Context: an optimization exercise on an open-source flow, tuned for small area. The choices shown serve that exercise and are no tape-out recipe. The RTL was checked by simulation tests, not by an equivalence proof against the original design. Power and IR drop assume default switching activity.

==> design/flow/design.v <==
`timescale 1ns / 1ps
module single_pulse(clk, rst, x, deb);
parameter INIT = 1'b0;
input clk, rst, x;
output deb;
reg deb;
reg p0;
reg [3:0] s;
wire flip = s[3] & ~s[2] & ~s[0];            
wire deb_n = deb ^ flip;
wire d = p0 ^ deb_n;
wire f = s[0] ? (s[2] ^ s[3]) : ~s[2];
always @(posedge clk or posedge rst)
	if (rst) begin
		p0 <= INIT;
		s <= 4'b0000;
		deb <= INIT;
	end else begin
		p0 <= x;
		deb <= deb_n;
		s <= d ? {s[2:0], f} : 4'b0000;
	end
endmodule
`timescale 1ns / 1ps
module spi_slave_lcd(clk, rst, SCK, SSEL, MOSI, MISO, pulse, parity, byte_data_send);
input clk, rst, SCK, SSEL, MOSI;
output MISO;
output pulse;
output parity;
input [7:0] byte_data_send;
reg MISO;
reg [2:0] i;
reg [7:0] byte_data_received;
reg [2:0] SCK_vec;
reg done, pulse;
wire SCK_rise = ~SCK_vec[2] & SCK_vec[1];
assign parity = ^byte_data_received;
always @(posedge clk) begin
	SCK_vec <= {SCK_vec[1:0], SCK};
	if (~SSEL) begin
		if (SCK_rise)
			i <= i - 3'd1;
	end else
		i <= 3'd7;
end
always @(posedge clk or posedge rst)
	if (rst) begin
		MISO <= 1'b0;
		byte_data_received <= 8'd0;
		done <= 1'b0;
		pulse <= 1'b0;
	end else begin
		done <= ~SSEL & SCK_rise & (i == 3'd0);
		pulse <= done;
		if (~SSEL) begin
			if (SCK_rise)
				byte_data_received[i] <= MOSI;
			if (~SCK_vec[1])
				MISO <= byte_data_send[i];
		end
	end
endmodule
`timescale 1ns / 1ps
module latency(clk, rst, SCK, SSEL, MOSI, MISO, leds, interrupt, interrupt_ack, btn2);
input clk, rst, btn2;
input SCK, SSEL, MOSI;
output MISO;
output [7:0] leds;
output interrupt;
input interrupt_ack;
wire sck_deb, ssel_deb, int_ack_deb;
wire pulse, parity;
reg [7:0] byte_data_send;
reg [2:0] state;
reg [31:0] a, b;
single_pulse #(.INIT(1'b0)) db_sck (.clk(clk), .rst(rst), .x(SCK), .deb(sck_deb));
single_pulse #(.INIT(1'b1)) db_ssel (.clk(clk), .rst(rst), .x(SSEL), .deb(ssel_deb));
single_pulse #(.INIT(1'b1)) db_ack (.clk(clk), .rst(rst), .x(interrupt_ack), .deb(int_ack_deb));
spi_slave_lcd si (.clk(clk), .rst(rst), .SCK(sck_deb), .SSEL(ssel_deb), .MOSI(MOSI), .MISO(MISO),
	.pulse(pulse), .parity(parity), .byte_data_send(byte_data_send));
wire st7 = (state == 3'd7);
wire st0 = (state == 3'd0);
wire st1 = (state == 3'd1);
wire st2 = (state == 3'd2);
wire st3 = (state == 3'd3);
assign interrupt = st1;
wire delay_done = b[16] & b[15] & b[10] & b[9] & b[7] & b[5];  
wire [3:0] bc = a[3:0];
wire bc_ge9 = bc[3] & bc[0];
wire [6:0] cnt7 = st0 ? b[6:0] : st3 ? a[6:0] : 7'd0;
assign leds = btn2 ? {parity, cnt7}
                   : {sck_deb, interrupt, int_ack_deb, ssel_deb, 1'b0, state};
always @(posedge clk or posedge rst)
	if (rst) begin
		state <= 3'd7;
		byte_data_send <= 8'd0;
	end else begin
		case (state)
		3'd7: if (pulse) state <= 3'd0;
		3'd0: if (~int_ack_deb & delay_done) state <= 3'd1;
		3'd1: if (int_ack_deb) state <= 3'd2;
		3'd2: if (~ssel_deb) begin
			state <= 3'd3;
			byte_data_send <= a[7:0];
		end
		3'd3: if (pulse) begin
			if (~bc[3])
				case (bc[2:0])
				3'd1: byte_data_send <= a[15:8];
				3'd2: byte_data_send <= a[23:16];
				3'd3: byte_data_send <= a[31:24];
				3'd4: byte_data_send <= b[7:0];
				3'd5: byte_data_send <= b[15:8];
				3'd6: byte_data_send <= b[23:16];
				3'd7: byte_data_send <= b[31:24];
				default: ;
				endcase
		end else if (bc_ge9 & ~sck_deb)
			state <= 3'd0;
		default: ;
		endcase
	end
wire b_inc = ~st3 & ((~state[1] & ~int_ack_deb) | (st2 & ssel_deb));
wire b_clr = st7 | (st1 & int_ack_deb) | (st3 & bc[3]);
wire b_ld9 = st0 & ~int_ack_deb & delay_done;
wire [32:0] b_cy;
assign b_cy[0] = b_inc;
genvar g;
generate for (g = 0; g < 32; g = g + 1) begin : inc
	assign b_cy[g+1] = b_cy[g] & b[g];
end endgenerate
wire [31:0] b_sum = b ^ b_cy[31:0];
always @(posedge clk) begin
	b <= b_clr ? 32'd0 : b_ld9 ? 32'hFFFFFFF7 : b_sum;
	case (state)
	3'd1: if (int_ack_deb) a <= b;
	3'd2: if (~ssel_deb) a[7:0] <= 8'd1;
	3'd3: if (pulse & ~bc_ge9) a[3:0] <= bc + 4'd1;
	default: ;
	endcase
end
endmodule
==> design/flow/flow/run.sh <==
#!/bin/bash
# Standard layout with smaller port buffers and no CTS dummy loads.
bash standard.sh \
  'BUFFER_PORTS_ARGS=-buffer_cell sky130_fd_sc_hd__buf_1' \
  'CTS_ARGS=-sink_clustering_enable -repair_clock_nets -buf_list sky130_fd_sc_hd__clkbuf_8 -sink_clustering_size 30 -sink_clustering_max_diameter 100 -dont_use_dummy_load' \
  finish > standard.log 2>&1
==> design/flow/standard.sh <==
#!/bin/bash
# synth_recipe.tcl (not shown) runs the flow's synth.tcl, then flattens the netlist and writes it again
# the make line also repeats each setting of config.mk as NAME=value (left out here)
make -C /OpenROAD-flow-scripts/flow DESIGN_CONFIG=/design/flow/config.mk WORK_HOME=/design/flow/orfs CLKGATE_MAP_FILE= SYNTH_SCRIPT=/design/flow/synth_recipe.tcl "${@:-finish}"
==> design/flow/config.mk <==
export PLATFORM = sky130hd
export DESIGN_NAME = latency
export DESIGN_NICKNAME = latency
export VERILOG_FILES = /design/flow/design.v
export SDC_FILE = /design/flow/constraint.sdc
export NUM_CORES = 4
export LEC_CHECK = 0
export CAP_MARGIN = 20
export CORE_MARGIN = 2
export CORE_UTILIZATION = 40
export CTS_BUF_LIST = sky130_fd_sc_hd__clkbuf_8
export CTS_CLUSTER_DIAMETER = 100
export CTS_CLUSTER_SIZE = 30
export SLEW_MARGIN = 20
==> design/flow/constraint.sdc <==
create_clock -name core_clock -period 10.0 [get_ports {clk}]
set_input_delay 2.0000 -clock core_clock [delete_from_list [all_inputs] [get_ports {clk}]]
set_output_delay 2.0000 -clock core_clock [all_outputs]
set_load 0.01 [all_outputs]
==> impl_metrics.py, run 1 <==
metrics = {
    "clock_tree": {
        "cts.clk_slew.worst_paths_ns": 0.09,
        "clock-sinks": 110,
        "hold_buffers": 0,
        "post_cts_buffers": 0,
        "cts_made_buffers": 9,
        "clockBufferDepth": 2,
        "cts_resized": 0,
        "root_buffer": "clkbuf_8",
        "htreeDepth": 3,
        "clk_latency_ns": 0.38,
        "cts_tree": "done",
    },
    "timing": {
        "period_share": 0.722,
        "relSlewSlack": 0.429,
        "tightest_slew_ns": 0.845,
        "finClkSkew_ns": 0.0247,
        "tns_ns": 0,
        "max_freq_ghz": 0.138,
        "setup_ws_ns": 2.78,
        "finalMaxSlewViolations": 0,
        "hold_violations": 0,
        "finalSetupViolations": 0,
        "post-route-min-period_ns": 7.22,
        "grt_setup_unrepaired": "no",
        "holdWs_ns": 0.334,
    },
    "global_route": {
        "overflow": 0,
        "grt_max_degree": 41,
        "antenna_found_initial": 0,
        "grt_pass1_wl_um": 16900,
        "first_global_vias": 3239,
        "grtUsageTotal": 0.151,
    },
    "die": {
        "die_x_um": 119,
        "initial_utilization": 0.414,
        "die_y_um": 119,
        "coreArea_sq_mm": 0.0127,
        "pin_count": 17,
        "rows": 41,
        "die_area_sq_mm": 0.0141,
    },
    "cells_and_area": {
        "final_core_util": 0.435,
        "nets": 502,
        "synthToLayoutAreaGrowth_pct": 5.09,
        "drive_above_1_share": 0.0848,
        "final_area_sq_mm": 0.00553,
        "antenna_cells": 0,
        "fin_cells": 620,
    },
    "synthesis": {
        "ys_ff_latch": 110,
        "ys_warn_count": 4,
        "synth-adder-area-share": 0.107,
        "synth_compound_area_frac": 0.182,
        "synth.most_common_cell": "ha_1",
        "synth_xor_area_frac": 0.0316,
        "synth_nets": 502,
        "synth_top_family_by_area": "compound AO/OA/AOI/OAI gates",
        "synth_cells": 450,
        "synth_cell_types": 56,
        "synth-main-ff-cell": "dfxtp_1",
        "synth-edff-count": 32,
        "synth_top_area_share": 0.183,
        "synth_area_sq_mm": 0.00526,
        "synth.top_cells.by_count": "ha_1, dfxtp_1, nor2_1",
        "synth_top_cell_by_area": "edfxtp_1",
        "synth_mux_area_frac": 0.0252,
        "ys_async_sr_fraction": 0.364,
        "yosys.area_share.simple": 0.0970,
        "postSynthAreaPerCell_sq_um": 11.7,
        "yosys-top-cells-area": "edfxtp_1, dfrtp_1, dfxtp_1",
        "synth-seq-area-share": 0.519,
    },
    "power_and_ir_drop": {
        "clkPwrFrac": 0.135,
        "total_power_mw": 1.56,
        "powerDensity_mw_per_mm2": 282,
        "power.leakage_nw": 2.31,
        "power_switching_mw": 0.599,
        "ir_drop_mv": 0.116,
        "p_seq_frac": 0.490,
        "intPower_mw": 0.962,
        "netSwitchingFraction": 0.384,
        "power_frac_comb": 0.376,
    },
    "critical_path": {
        "cp.required_ns": 10.27,
        "critPathCaptureType": "flip-flop",
        "cp_common_cell": "ha_1",
        "worst_setup_path_start_kind": "flip-flop",
        "crit_path_top_delay_cell": "dfstp_2",
        "critPathKind": "reg -> reg",
        "critical-path-max-stage-delay_ns": 0.66,
        "crit_fanout": 14,
        "crit_arrival_ns": 7.49,
    },
    "place": {
        "io_buffer_count": 16,
        "placed_area_sq_mm": 0.00540,
        "gp_congestion": 0.893,
        "post-place-ws_ns": 2.78,
        "hpwlAfterDp_um": 7400,
        "placedCellCount": 611,
    },
    "drt": {
        "ant_nets": 0,
        "drcViolationCount": 0,
        "post_drt_via_cell_ratio": 5.40,
        "firstDrtPassIters": 5,
        "dr_total_vias": 3349,
        "wirelength_um": 10200,
        "wl_per_cell_um": 16.5,
        "drt_iter0_markers": 315,
    },
    "worst_hold_path": {
        "min_path_type": "reg -> reg",
    },
    "run": {
        "max-cap-violations": 0,
    },
    "outcome": {
        "status": "complete, no violations",
    },
}
==> metal layers <==
layer / vias to the layer above / track usage / wire [um]
met4: 0 / 0.0432 / 129
met3: 13 / 0.0347 / 364
met2: 61 / 0.240 / 4970
li1: 1632 / - / -
met5: - / 0 / 0
met1: 1643 / 0.207 / 4760
==> power by group through the flow <==
stage	clock, mW	combinational (mW)	sequential (mW)
after floorplan	0	0.524	0.690
after global placement	0	0.580	0.770
after detailed placement	0	0.589	0.774
after CTS	0.219	0.592	0.766
after global routing	0.235	0.659	0.785
final	0.210	0.586	0.765
==> sequential cells by signal (all words and copies together), names as in the netlist <==
register               cells
db_ssel.s                  4
db_ack.p0                  1
db_ssel.p0                 1
byte_data_send             8
db_sck.s                   4
si.i                       3
si.byte_data_received      8
si.SCK_vec                 3
b                         32
db_sck.deb                 1
si.MISO                    1
si.done                    1
state                      3
db_ack.s                   4
db_ack.deb                 1
a                         32
db_sck.p0                  1
db_ssel.deb                1
si.pulse                   1
==> path summary, 6_finish.rpt <==
kind | startpoint | to | slack [ns] | cells past startpoint
max | state[2] | b[31] | 2.78 | 36
min | si.SCK_vec[0] | si.SCK_vec[1] | 0.33 | 0
max reg2reg | state[2] | b[31] | 2.78 | 36
min reg2reg | si.SCK_vec[0] | si.SCK_vec[1] | 0.33 | 0
max in group asynchronous | rst | state[1] | 7.90 | 3
min in group asynchronous | rst | si.MISO | 1.72 | 3
==> cell families after synthesis <==
kind of cell    count (synthesis)
mux                            10
compound gates                123
flops                         110
xor+xnor                       19
simple gates                   99
buf+inv                        44
fa+ha+maj                      45
==> critical path: cells and delay by family (launching register included) <==
kind                     cells  cell delay (ns)
AND/OR/NAND/NOR              2             0.36
XOR/XNOR                     1             0.14
flip-flops                   1             0.66
AO/OA/AOI/OAI                2             0.38
adder cells (fa/ha/maj)     31             5.58
==> cells in the final DEF, fill, tap and decap left out, types with 5 or more instances in the layout <==
cell / count
a22oi_1: 10
nand2b_1: 6
xnor2_1: 14
mux2_2: 5
buf_1: 16
nor2_1: 36
edfxtp_1: 32
a21oi_1: 8
a22o_1: 8
nand3_1: 6
o21a_1: 31
xor2_1: 5
dfrtp_1: 33
inv_1: 16
nand2_1: 17
nand3b_1: 6
o31ai_2: 7
clkbuf_8: 9
o21ai_0: 18
dfxtp_1: 38
nor2b_1: 6
ha_1: 45
and2_1: 6
a211oi_1: 7
dfstp_2: 7
==> final cells by class <==
cell class	count	area [sq um]
sequential	110	2730
fill	1250	7190
clock buffer	9	124
timing repair buffer	17	67.6
inverter	16	60.1
multi-input combinational	296	2330
tap	172	215
==> run 2, diff against run 1 <==
==> design/flow/flow/run.sh (replaced) <==
#!/bin/bash
# Standard layout with smaller port buffers and a flat clock tree of big buffers.
bash standard.sh \
  'BUFFER_PORTS_ARGS=-buffer_cell sky130_fd_sc_hd__buf_1' \
  'CTS_ARGS=-sink_clustering_enable -repair_clock_nets -buf_list sky130_fd_sc_hd__clkbuf_16 -root_buf sky130_fd_sc_hd__clkbuf_16 -sink_clustering_size 60 -sink_clustering_max_diameter 300 -dont_use_dummy_load' \
  finish > standard.log 2>&1
==> run 2 against run 1 <==
Against the previous run: critical path depth is the same; cell count is the same; fmax is essentially flat; combinational power is essentially flat; synthesized cell count is the same; clock skew shrank 0.0091 ns; worst hold slack lost 0.0036 ns; flip-flop and latch count is the same; critical path type unchanged.
==> impl_metrics.py, run 2 <==
metrics = {
    "critical_path": {
        "worst_setup_path_start_kind": "flip-flop",
        "crit_arrival_ns": 7.45,
        "crit_path_top_delay_cell": "dfstp_2",
        "critical-path-max-stage-delay_ns": 0.65,
        "critPathKind": "reg -> reg",
        "crit_fanout": 14,
        "critPathCaptureType": "flip-flop",
        "cp.required_ns": 10.23,
        "cp_common_cell": "ha_1",
    },
    "power_and_ir_drop": {
        "power_switching_mw": 0.606,
        "ir_drop_mv": 0.146,
        "clkPwrFrac": 0.180,
        "power_frac_comb": 0.356,
        "p_seq_frac": 0.464,
        "intPower_mw": 1.04,
        "power.leakage_nw": 2.36,
        "netSwitchingFraction": 0.368,
        "powerDensity_mw_per_mm2": 293,
    },
    "clock_tree": {
        "post_cts_buffers": 0,
        "htreeDepth": 3,
        "cts_resized": 0,
        "cts_made_buffers": 9,
        "clk_latency_ns": 0.35,
        "hold_buffers": 0,
        "root_buffer": "clkbuf_16",
        "clockBufferDepth": 2,
        "clock-sinks": 110,
        "cts_tree": "done",
        "cts.clk_slew.worst_paths_ns": 0.06,
    },
    "synthesis": {
        "synth-edff-count": 32,
        "synth_cells": 450,
        "synth_top_cell_by_area": "edfxtp_1",
        "synth.top_cells.by_count": "ha_1, dfxtp_1, nor2_1",
        "synth-seq-area-share": 0.519,
        "synth_nets": 502,
        "synth_top_area_share": 0.183,
        "ys_ff_latch": 110,
        "postSynthAreaPerCell_sq_um": 11.7,
        "synth.most_common_cell": "ha_1",
        "ys_warn_count": 4,
        "yosys-top-cells-area": "edfxtp_1, dfrtp_1, dfxtp_1",
        "ys_async_sr_fraction": 0.364,
        "synth_area_sq_mm": 0.00526,
        "synth_cell_types": 56,
        "synth-main-ff-cell": "dfxtp_1",
    },
    "cells_and_area": {
        "nets": 502,
        "drive_above_1_share": 0.0848,
        "final_area_sq_mm": 0.00563,
        "antenna_cells": 0,
        "layout_commonest_cell": "ha_1",
        "synthToLayoutAreaGrowth_pct": 7.02,
        "final_cell_mix": "ha_1, dfxtp_1, nor2_1",
        "reg_top3": "a (32), b (32)",
    },
    "timing": {
        "max_freq_ghz": 0.139,
        "finalMaxSlewViolations": 0,
        "tightest_slew_ns": 0.854,
        "tns_ns": 0,
        "grt_setup_unrepaired": "no",
        "period_share": 0.722,
        "finClkSkew_ns": 0.0157,
        "hold_violations": 0,
        "finalSetupViolations": 0,
        "relSlewSlack": 0.423,
        "setup_ws_ns": 2.78,
        "post-route-min-period_ns": 7.22,
    },
    "drt": {
        "drcViolationCount": 0,
        "post_drt_via_cell_ratio": 5.37,
        "firstDrtPassIters": 4,
        "ant_nets": 0,
        "wl_per_cell_um": 16.5,
        "wirelength_um": 10200,
        "dr_total_vias": 3331,
        "drt_iter0_markers": 278,
    },
    "die": {
        "rows": 41,
        "die_y_um": 119,
        "pin_count": 17,
        "coreArea_sq_mm": 0.0127,
        "die_x_um": 119,
        "die_area_sq_mm": 0.0141,
        "initial_utilization": 0.414,
    },
    "global_route": {
        "grt_pass1_wl_um": 17000,
        "overflow": 0,
        "first_global_vias": 3231,
        "grtUsageTotal": 0.152,
        "antenna_found_initial": 0,
        "grt_max_degree": 41,
    },
    "place": {
        "hpwlAfterDp_um": 7400,
        "gp_congestion": 0.893,
        "post-place-ws_ns": 2.78,
        "io_buffer_count": 16,
        "placed_area_sq_mm": 0.00540,
    },
    "run": {
        "max-cap-violations": 0,
    },
    "worst_hold_path": {
        "min_path_type": "reg -> reg",
    },
    "outcome": {
        "status": "complete, no violations",
    },
}
==> run 2: cell counts after synthesis <==
No cell type changed its count.
==> run 2: metal layers <==
metal | up-vias | GRT usage | share of wire
met4 | 0 | 0.0409 | 0.0065
li1 | 1635 | - | -
met3 | 7 | 0.0347 | 0.036
met1 | 1630 | 0.208 | 0.46
met5 | - | 0 | 0
met2 | 59 | 0.241 | 0.50
==> run 2: cell families after synthesis <==
family / count (synthesis) / share of synthesized area
xor+xnor: 19 / 0.0316
simple gates: 99 / 0.0970
flops: 110 / 0.519
buf+inv: 44 / 0.0383
compound gates: 123 / 0.182
fa+ha+maj: 45 / 0.107
mux: 10 / 0.0252
==> run 2: worst paths after layout <==
check                              start  slack (ns)  cells after the start             to
setup / recovery                state[2]        2.78                     36          b[31]
hold / removal             si.SCK_vec[0]        0.33                      0  si.SCK_vec[1]
setup reg to reg                state[2]        2.78                     36          b[31]
hold reg to reg            si.SCK_vec[0]        0.33                      0  si.SCK_vec[1]
max in group asynchronous            rst        7.87                      3       state[1]
min in group asynchronous            rst        1.76                      3        si.MISO
==> run 2: worst max-delay path, delay by kind of cell (launching register included) <==
family | cells | cell delay [ns]
AOI/OAI and AO/OA | 2 | 0.38
xor gates and xnor gates | 1 | 0.14
adders and majority gates | 31 | 5.58
and+or+nand+nor | 2 | 0.36
DFF | 1 | 0.65
==> run 2: metrics by stage <==
step | cells | power [mW] | hold slack (ns) | util
after CTS | 620 | 1.66 | 0.338 | 0.442
after detailed placement | 611 | 1.36 | 0.326 | 0.425
final | 620 | 1.65 | 0.331 | 0.443
after global placement | 611 | 1.35 | 0.312 | 0.425
after floorplan | 450 | 1.21 | 0.310 | -
after global routing | 620 | 1.77 | 0.352 | 0.443
==> run 2: layout make-up <==
cell class                      instances  area [sq um]
Inverter                               16          60.1
Multi-Input combinational cell        296          2330
Clock buffer                            9           225
Timing Repair Buffer                   17          67.6
Fill cell                            1234          7090
Tap cell                              172           215
Sequential cell                       110          2730
==> run 2: power by group through the flow <==
stage / logic (mW) / registers, mW / clock network, mW
final: 0.586 / 0.764 / 0.297
after detailed placement: 0.589 / 0.774 / 0
after global placement: 0.580 / 0.770 / 0
after global routing: 0.660 / 0.785 / 0.324
after CTS: 0.592 / 0.767 / 0.306
after floorplan: 0.524 / 0.690 / 0

## static timing again, ports no longer ideal
Ports are ideal in the flow. The routed layouts listed here were re-timed in OpenROAD.
Step 1 sets driving cells, clkbuf_16 on the clock port and buf_2 on the other inputs (assumed; they add their load-dependent delay and slew).
Step 2, shift: input delay + t, output delay - t, t = (earliest + latest rising clock arrival at the registers) / 2. This alone moves slack from input paths to output paths.
Slacks: no drivers / after step 1 / after step 2; pairs: no drivers / after step 1.
run	t, ns	slack for setup (ns)	clock arrival spread, ns	worst data-port slew with drivers (ns)
run 1	0.399	2.779 / 2.779 / 2.779	0.024 / 0.024	0.03
run 2	0.377	2.780 / 2.780 / 2.780	0.016 / 0.016	0.03
After both steps every run listed still meets setup and hold.
